Context: an optimization exercise on an open-source flow, tuned for small area. The choices shown serve that exercise and are no tape-out recipe. The RTL was checked by simulation tests, not by an equivalence proof against the original design.

== delta ==
==> module chacha20_quarter, before the edit <==
module chacha20_quarter#(parameter N = 32)(
    input wire [N-1:0] a,
    input wire [N-1:0] b,
    input wire [N-1:0] c,
    input wire [N-1:0] d,
    output wire [N-1:0] a_out,
    output wire [N-1:0] b_out,
    output wire [N-1:0] c_out,
    output wire [N-1:0] d_out
);
function [N-1:0] rotate_left;
    input [N-1:0] value;
    input integer amount;
    begin
        rotate_left = (value << amount) | (value >> (32 - amount));
    end
endfunction
function [31:0] add32;
    input [31:0] x, y;
    reg [31:0] g, p, G, P, G2, P2;
    integer i, s;
    begin
        g = x & y; p = x ^ y;
        G = g; P = p;
        for (s = 1; s < 32; s = s * 2) begin
            G2 = G; P2 = P;
            for (i = 0; i < 32; i = i + 1)
                if ((i / s) % 2 == 1) begin
                    G2[i] = G[i] | (P[i] & G[(i / s) * s - 1]);
                    P2[i] = P[i] & P[(i / s) * s - 1];
                end
            G = G2; P = P2;
        end
        add32 = p ^ {G[30:0], 1'b0};
    end
endfunction
wire [N-1:0] a1, b1, c1, d1, a2, b2, c2, d2;
assign a1 = add32(a, b);
assign d1 = rotate_left(d ^ a1, 16);
assign c1 = add32(c, d1);
assign b1 = rotate_left(b ^ c1, 12);
assign a2 = add32(a1, b1);
assign d2 = rotate_left(d1 ^ a2, 8);
assign c2 = add32(c1, d2);
assign b2 = rotate_left(b1 ^ c2, 7);
assign a_out = a2;
assign b_out = b2;
assign c_out = c2;
assign d_out = d2;
endmodule
==> flow/config.mk <==
export PLATFORM = sky130hd
export DESIGN_NAME = multiple_rounds
export DESIGN_NICKNAME = multiple_rounds
export VERILOG_FILES = /design/flow/design.v
export SDC_FILE = /design/flow/constraint.sdc
export NUM_CORES = 4
export LEC_CHECK = 0
export CAP_MARGIN = 20
export CORE_MARGIN = 2
export CORE_UTILIZATION = 45
export PLACE_DENSITY = 0.6
export SLEW_MARGIN = 20
==> flow/constraint.sdc <==
create_clock -name core_clock -period 18.0 [get_ports {clk}]
set_input_delay 3.6000 -clock core_clock [delete_from_list [all_inputs] [get_ports {clk}]]
set_output_delay 3.6000 -clock core_clock [all_outputs]
set_load 0.01 [all_outputs]
run.sh (not shown) runs the stock make flow with config.mk's settings and CLKGATE_MAP_FILE= SYNTH_SCRIPT=/design/flow/synth_recipe.tcl, a recipe that flattens the netlist after the stock synthesis.
For epsilon, these inputs were changed with respect to delta:
-- flow/design.v --
<<< delta, line 1
module chacha20_quarter#(parameter N = 32)(
    input wire [N-1:0] a,
>>> epsilon, line 1
`timescale 1ns / 1ps
module chacha20_quarter#(parameter N = 32)(
    input wire [N-1:0] a,
<<< delta, line 16
    end
endfunction
function [31:0] add32;
    input [31:0] x, y;
    reg [31:0] g, p, G, P, G2, P2;
    integer i, s;
    begin
        g = x & y; p = x ^ y;
        G = g; P = p;
        for (s = 1; s < 32; s = s * 2) begin
            G2 = G; P2 = P;
            for (i = 0; i < 32; i = i + 1)
                if ((i / s) % 2 == 1) begin
                    G2[i] = G[i] | (P[i] & G[(i / s) * s - 1]);
                    P2[i] = P[i] & P[(i / s) * s - 1];
                end
            G = G2; P = P2;
        end
        add32 = p ^ {G[30:0], 1'b0};
    end
endfunction
wire [N-1:0] a1, b1, c1, d1, a2, b2, c2, d2;
assign a1 = add32(a, b);
assign d1 = rotate_left(d ^ a1, 16);
assign c1 = add32(c, d1);
assign b1 = rotate_left(b ^ c1, 12);
assign a2 = add32(a1, b1);
assign d2 = rotate_left(d1 ^ a2, 8);
assign c2 = add32(c1, d2);
assign b2 = rotate_left(b1 ^ c2, 7);
assign a_out = a2;
>>> epsilon, line 17
    end
endfunction
wire [N-1:0] a1, b1, c1, d1;
wire [N-1:0] a2, b2, c2, d2;
assign a1 = a + b;
assign d1 = rotate_left(d ^ a1, 16);
assign c1 = c + d1;
assign b1 = rotate_left(b ^ c1, 12);
assign a2 = a1 + b1;
assign d2 = rotate_left(d1 ^ a2, 8);
assign c2 = c1 + d2;
assign b2 = rotate_left(b1 ^ c2, 7);
assign a_out = a2;
Findings:
- In the tables for epsilon and delta, compound-gate portion of the synthesized area reads higher with epsilon.
- epsilon vs delta, instance count: epsilon higher
- Measured against epsilon, the detailed-route wire length of delta comes out at 0.919 times the reference value.
- In epsilon relative to delta, first-pass GRT wire length had gone up by more than 10%.
- On met3 usage, delta tracks epsilon almost exactly.
- On epsilon: minimum clock period after layout is 1.54 ns higher than what delta gave.
- In epsilon, the area growth from synthesis to final layout came out 1.6 points below the value in delta.
- Relative to delta, the final cell area reported for epsilon is higher.
- The count of vias placed by the detailed router in delta is 0.817 times that in epsilon.
- Changes observed in epsilon relative to delta: slack of the worst reg-to-reg path shrank by 1.54 ns.
- The lower number of DRC markers in iteration 0 of epsilon and delta is in delta.
- Compared with delta, die span in y in epsilon increased by a few percent.
- The instance area at placement of epsilon is higher than that of delta.

[what the ideal ports hide]
The flow's constraints put no driver on any port. The routed layouts listed below were extracted and timed again, unchanged, in two steps. Step 1: set_driving_cell puts a clkbuf_16 on clk and a buf_2 on each other input, an assumption about the parent block. Step 2 adds t to the input delays and takes it off the output delays; t is the mean of the earliest and latest rising clock arrival at the registers after step 1. Input paths then give back, and output paths get back, about the clock's delay inside the block. Three values: ideal, step 1, step 2; two values: the first two.
| run | t, ns | slack for setup (ns) | hold WS [ns] | latest minus earliest clock arrival (ns) |
|---|---|---|---|---|
| delta | 0.938 | 3.505 / 3.505 / 3.505 | 0.349 / 0.349 / 0.349 | 0.044 / 0.043 |
| epsilon | 0.939 | 1.966 / 1.966 / 1.966 | 0.348 / 0.348 / 0.348 | 0.048 / 0.049 |
After both steps every run listed still meets setup and hold.
